Background: an optimization exercise with open tools, aiming at small area. Do not read the settings as production practice.
The RTL was checked by simulation tests, not by an equivalence proof against the original design.

==> design/flow/design.v <==
`timescale 1ns / 1ps
module firp(
  input clock,
  input reset,
  output done,
  input start,
  input wire[15:0] input_sample,
  output [15:0] output_sample2);
parameter N = 19;
wire [15:0] coeffs[18:0];
reg [15:0] holderBefore[18:0];
integer i;
wire signed [16:0] saveSum;
wire signed [15:0] a,b;
wire [15:0] coeff;
wire signed [32:0] savemulti;
reg signed [32:0] final_acc;
wire signed [32:0] output_sample;
reg [3:0] j;
reg busy;
reg done_r;
reg [15:0] out_r;
wire [32:0] tmp;
    assign coeffs[0]=26;
    assign coeffs[1]=270;
    assign coeffs[2]=963;
    assign coeffs[3]=2424;
    assign coeffs[4]=4869;
    assign coeffs[5]=8259;
    assign coeffs[6]=12194;
    assign coeffs[7]=15948;
    assign coeffs[8]=18666;
    assign coeffs[9]=19660;
    assign coeffs[10]=18666;
    assign coeffs[11]=15948;
    assign coeffs[12]=12194;
	 assign coeffs[13]=8259;
	 assign coeffs[14]=4869;
	 assign coeffs[15]=2424;
	 assign coeffs[16]=963;
	 assign coeffs[17]=270;
	 assign coeffs[18]=26;
assign a = holderBefore[j];
assign b = (j == 4'd9) ? 16'd0 : holderBefore[5'd18 - j];
assign coeff = coeffs[j];
Adder A(.a(a),.b(b),.s(saveSum));
Adder2 B(.a(savemulti),.b(final_acc),.s(output_sample));
multiplier M(.b(saveSum),.a(coeff),.p(savemulti));
assign done = done_r;
always @(posedge clock or posedge reset)
begin
    if(reset)
        begin
				for(i=0;i<19;i=i+1) begin
					holderBefore[i] <= 0;
				end
				final_acc <= 0;
				j <= 0;
				busy <= 0;
				done_r <= 0;
				out_r <= 0;
        end
    else begin
        done_r <= 0;
        if(!busy) begin
            if(start) begin  
				for(i=18;i>0;i=i-1) begin
					holderBefore[i] <= holderBefore[i-1];
				end
                holderBefore[0]     <= input_sample;
                busy <= 1;
                j <= 0;
                final_acc <= 0;
            end
        end
		else begin
            final_acc <= output_sample;
            j <= j + 4'd1;
            if(j == 4'd9) begin
                busy <= 0;
                done_r <= 1;
                out_r <= tmp[32:17];
            end
		end
    end
end
assign tmp=RoundOuput(output_sample[32:0]);
assign output_sample2 = out_r;
function [32:0] RoundOuput;
		input reg [32:0] din;
		RoundOuput= ( din + 33'b0_0000_0000_0000_0001_0000_0000_0000_0000);
endfunction
endmodule
`timescale 1ns / 1ps
module Adder(input signed [15:0] a, input signed [15:0] b, output signed [16:0] s);
    assign s = a + b;
endmodule
module Adder2(input signed [32:0] a, input signed [32:0] b, output signed [32:0] s);
    assign s = a + b;
endmodule
module multiplier(input signed [16:0] b, input [15:0] a, output signed [32:0] p);
    assign p = b * $signed({1'b0, a});
endmodule
==> design/flow/run.sh <==
#!/bin/bash
# synth_recipe.tcl (not shown) runs the flow's synth.tcl, then flattens the netlist and writes it again
# the make line also repeats each setting of config.mk as NAME=value (left out here)
make -C /OpenROAD-flow-scripts/flow DESIGN_CONFIG=/design/flow/config.mk WORK_HOME=/design/flow/orfs CLKGATE_MAP_FILE= SYNTH_SCRIPT=/design/flow/synth_recipe.tcl finish
==> design/flow/config.mk <==
export PLATFORM = sky130hd
export DESIGN_NAME = firp
export DESIGN_NICKNAME = firp
export VERILOG_FILES = /design/flow/design.v
export SDC_FILE = /design/flow/constraint.sdc
export NUM_CORES = 4
export LEC_CHECK = 0
export CAP_MARGIN = 20
export CORE_MARGIN = 2
export CORE_UTILIZATION = 40
export SLEW_MARGIN = 20
==> design/flow/constraint.sdc <==
create_clock -name core_clock -period 20.0 [get_ports {clock}]
set_input_delay 4.0000 -clock core_clock [delete_from_list [all_inputs] [get_ports {clock}]]
set_output_delay 4.0000 -clock core_clock [all_outputs]
set_load 0.01 [all_outputs]
==> summary.md <==
| Metric | Value |
|---|---|
| Fin crit share | between 60% and 70% |
| Synth Register Bits | 359 |
| WL/cell | ~24 um |
| Mean Syn Cell Area | 10.1 um^2 |
| Placed insts | about 3800 |
| Clock transition at path regs | roughly 60 ps |
| Final count of pins violating max slew | 0 |
| Yosys Warn Count | 2 |
| Initial antenna violation count | 0 |
| Final Skew | around 23 ps |
| Minimum clock period | between 10000 and 15000 ps |
| RSZ-0062 raised after global routing | false |
| Startpoint types | flip-flop |
| Critical Path RT | ~20000 ps |
| Bufs on Longest Clock Path | 3 |
| Site Rows | 100 |
| Post-synthesis cell count | just under 3000 |
| Final setup violation count | 0 |
| Clock root buffer master | clkbuf_16 |
| Nets | between 3000 and 4000 |
| TritonCTS buffer count | 43 |
| Routed WL | approximately 93000 um |
| Gr ovfl total | 0 |
| CTS Sinks | ~360 |
| Starting Density | between 40 and 50% |
| Vias | between 20000 and 25000 |
| Hold Fails Final Rpt | 0 |
| Status | complete, no violations |
| Synthesis-to-layout area growth | 10.3% |
| Pin count of the biggest net entering global routing | approximately 220 |
| Kind of critical path | flip-flop to flip-flop |
| First-pass GRT wire length | around 150000 um |
| Fin util | 44.3% |
| Number of flops mapped to enable cells by yosys | 0 |
| CTS resizes | 0 |
| First-pass DRT Iterations | 6 |
| Critical Path Slowest Stage Cell | nor2b_1 |
| CP Capture Type | flip-flop |
| Core area | about 74000 um^2 |
| DP HPWL | between 60000 and 70000 um |
| Final ANT Viol Nets | 0 |
| DIE AREA | around 77000 um^2 |
| Crit-path max cell delay | 930 ps |
| CP most frequent cell | fa_1 |
| CP max FO | 33 |
| Max-cap check violation count | 0 |
| Final GP Congestion | roughly 0.9 |
| Worst slew margin | 11.1% |
| Worst Hold Class | flip-flop to flip-flop |
| Arr. time, crit path | 14370 ps |
| Hold-fix buffers, CTS | 0 |
| Yosys cell types | 79 |
| Gr usage total | between 20 and 25% |
| Worst Max-Slew Pin Slew | approximately 1300 ps |
| Non-Filler Instances | roughly 3900 |
| Die height | 277 um |
| Number of remaining DRC errors | 0 |
| DR iter-0 viols | approximately 2500 |
| Sequential-to-total area share from yosys stat | about 30% |
| Main flop type after synthesis | dfrtp_1 |
| H-tree depth | 2 |
| Vias in the first global route | between 20000 and 25000 |
| Netlist Area Pre-Place | between 20000 and 30000 um^2 |
| Layout cells sized above 1 | roughly 17% |
| Vias per cell | 5.95 |
| Syn Nets | between 3000 and 4000 |
| Fill cell count | just over 7000 |
| Max Freq | 72.1 MHz |
| Number of port buffers | 35 |
| Setup TNS | 0 ps |
| Die X | about 280 um |
| CTS tree | yes |
| Ports | 36 |
| Setup Buffers After CTS | 0 |
| Ys async rst share | 100% |
| Clock latency on the worst-skew pair | between 600 and 700 ps |
[state kept, by name (all words and copies together), names as in the netlist]
register and count:
busy 1, done_r 1, holderBefore 304, out_r 16, final_acc 33, j 4
[logic make-up after synthesis]
logic type / after synthesis / share of synthesized area, %
flip-flops: 359 / 30.2
AO/OA/AOI/OAI: 528 / 13.6
AND/OR/NAND/NOR: 689 / 10.5
buffers and inverters: 591 / 7.46
XOR/XNOR: 63 / 1.88
adder cells (fa/ha/maj): 409 / 24.6
multiplexers: 312 / 11.8
[Yosys cell counts, types with 8 or more instances]
| cell | number | area share [%] |
|---|---|---|
| a2111oi_0 | 18 | 0.53 |
| a211oi_1 | 11 | 0.28 |
| a21o_1 | 18 | 0.45 |
| a21oi_1 | 54 | 0.91 |
| a221oi_1 | 28 | 0.82 |
| a222oi_1 | 44 | 1.5 |
| a22o_1 | 46 | 1.4 |
| a22oi_1 | 123 | 3.1 |
| a31oi_1 | 21 | 0.44 |
| a41oi_1 | 13 | 0.38 |
| and2_1 | 27 | 0.57 |
| and3_1 | 19 | 0.40 |
| clkbuf_1 | 175 | 2.2 |
| dfrtp_1 | 359 | 30 |
| fa_1 | 292 | 20 |
| ha_1 | 117 | 4.9 |
| inv_1 | 409 | 5.2 |
| mux2_2 | 309 | 12 |
| nand2_1 | 247 | 3.1 |
| nand2b_1 | 17 | 0.36 |
| nand3_1 | 47 | 0.79 |
| nand4_1 | 16 | 0.34 |
| nor2_1 | 195 | 2.5 |
| nor2b_1 | 18 | 0.38 |
| nor3_1 | 52 | 0.87 |
| o21a_1 | 8 | 0.20 |
| o21ai_0 | 51 | 0.86 |
| o31ai_1 | 18 | 0.45 |
| or2_2 | 9 | 0.19 |
| or3_1 | 14 | 0.29 |
| xnor2_1 | 46 | 1.4 |
| xor2_1 | 16 | 0.47 |
[worst paths after layout]
kind / slack [ps] / endpoint / startpoint / cells after the start
setup / recovery: 6120 / out_r[12]$_DFFE_PP0P_ / j[3]$_DFFE_PP0P_ / 46
hold / removal: 480 / out_r[9]$_DFFE_PP0P_ / out_r[9]$_DFFE_PP0P_ / 2
setup reg to reg: 6120 / out_r[12]$_DFFE_PP0P_ / j[3]$_DFFE_PP0P_ / 46
hold reg to reg: 480 / out_r[9]$_DFFE_PP0P_ / out_r[9]$_DFFE_PP0P_ / 2
max in group asynchronous: 13760 / holderBefore[1][10]$_DFFE_PP0P_ / reset / 5
min in group asynchronous: 3970 / final_acc[9]$_DFFE_PP0P_ / reset / 2
[metrics by stage]
step	setup WS, ps	hold slack, ps	area [um^2]
6_report	6120	480	32800
5_1_grt	5220	511	32800
4_1_cts	6430	484	32700
3_5_place_dp	6530	470	31200
3_3_place_gp	7050	462	31200
2_1_floorplan	6040	470	29800
[area by class of cell]
| class | count | area (um^2) | area share, % |
|---|---|---|---|
| Antenna cell | 1 | 2.50 | 0.00763 |
| Tap cell | 969 | 1210 | 3.70 |
| Clock buffer | 55 | 1200 | 3.66 |
| Clock inverter | 24 | 349 | 1.06 |
| Multi-Input combinational cell | 2001 | 18600 | 56.8 |
| Sequential cell | 359 | 8980 | 27.4 |
| Inverter | 411 | 1550 | 4.73 |
| Timing Repair Buffer | 96 | 877 | 2.67 |
[critical path, delay by kind of cell (launching register included)]
kind | cells | cell delay (ps)
AO/OA/AOI/OAI | 18 | 4790
multiplexers | 1 | 280
adder cells (fa/ha/maj) | 9 | 3940
flip-flops | 1 | 330
XOR/XNOR | 1 | 130
buffers and inverters | 6 | 860
AND/OR/NAND/NOR | 11 | 3390
[layout by cell type, fill, tap and decap left out, types with 14 or more instances in the layout]
| cell type | netlist | routed |
|---|---|---|
| inv_1 | 409 | 408 |
| dfrtp_1 | 359 | 359 |
| mux2_2 | 309 | 309 |
| fa_1 | 292 | 292 |
| nand2_1 | 247 | 247 |
| nor2_1 | 195 | 191 |
| a22oi_1 | 123 | 123 |
| ha_1 | 117 | 117 |
| buf_4 | 0 | 56 |
| a21oi_1 | 54 | 54 |
| o21ai_0 | 51 | 51 |
| nor3_1 | 52 | 50 |
| nand3_1 | 47 | 47 |
| xnor2_1 | 46 | 46 |
| a22o_1 | 46 | 46 |
| a222oi_1 | 44 | 44 |
| clkbuf_16 | 0 | 43 |
| clkdlybuf4s50_1 | 0 | 35 |
| a221oi_1 | 28 | 28 |
| and2_1 | 27 | 25 |
| a31oi_1 | 21 | 21 |
| and3_1 | 19 | 19 |
| a21o_1 | 18 | 18 |
| o31ai_1 | 18 | 18 |
| a2111oi_0 | 18 | 18 |
| nand2b_1 | 17 | 17 |
| nor2b_1 | 18 | 16 |
| nand4_1 | 16 | 16 |
| xor2_1 | 16 | 16 |
| or3_1 | 14 | 14 |
[per-layer routing]
layer  part of all wire [%]  wire, um  up-vias  GRT usage (%)
met1                     42     39100    11800           33.3
met5                      0         0        -              0
li1                       -         -    10100              -
met2                     45     42000     1116           38.5
met3                    8.6      7990      278           5.07
met4                    4.1      3850        0           9.04

what the ideal ports hide:
In the flow no input, the clock included, has a driving cell. The finished layout below was timed again as built, in two steps.
Step 1 assumes that a clkbuf_16 drives the clock port and a buf_2 every other input.
Step 2 moves the port delays by t, midway between the first and last clock arrival at a register: inputs arrive t later, outputs are due t later. That takes back most of the time a late clock gives input paths.
Slacks: no drivers / after step 1 / after step 2; pairs: no drivers / after step 1.
t (ns): 0.664
slack for setup (ns): 6.122 / 6.122 / 6.122
clock arrival spread, ns: 0.028 / 0.028
worst register clock-pin slew, ns: 0.07 / 0.07
After both steps this run still meets setup and hold. The setup slack of this run moves by 0.000 ns with the drivers and by 0.000 ns with both steps.
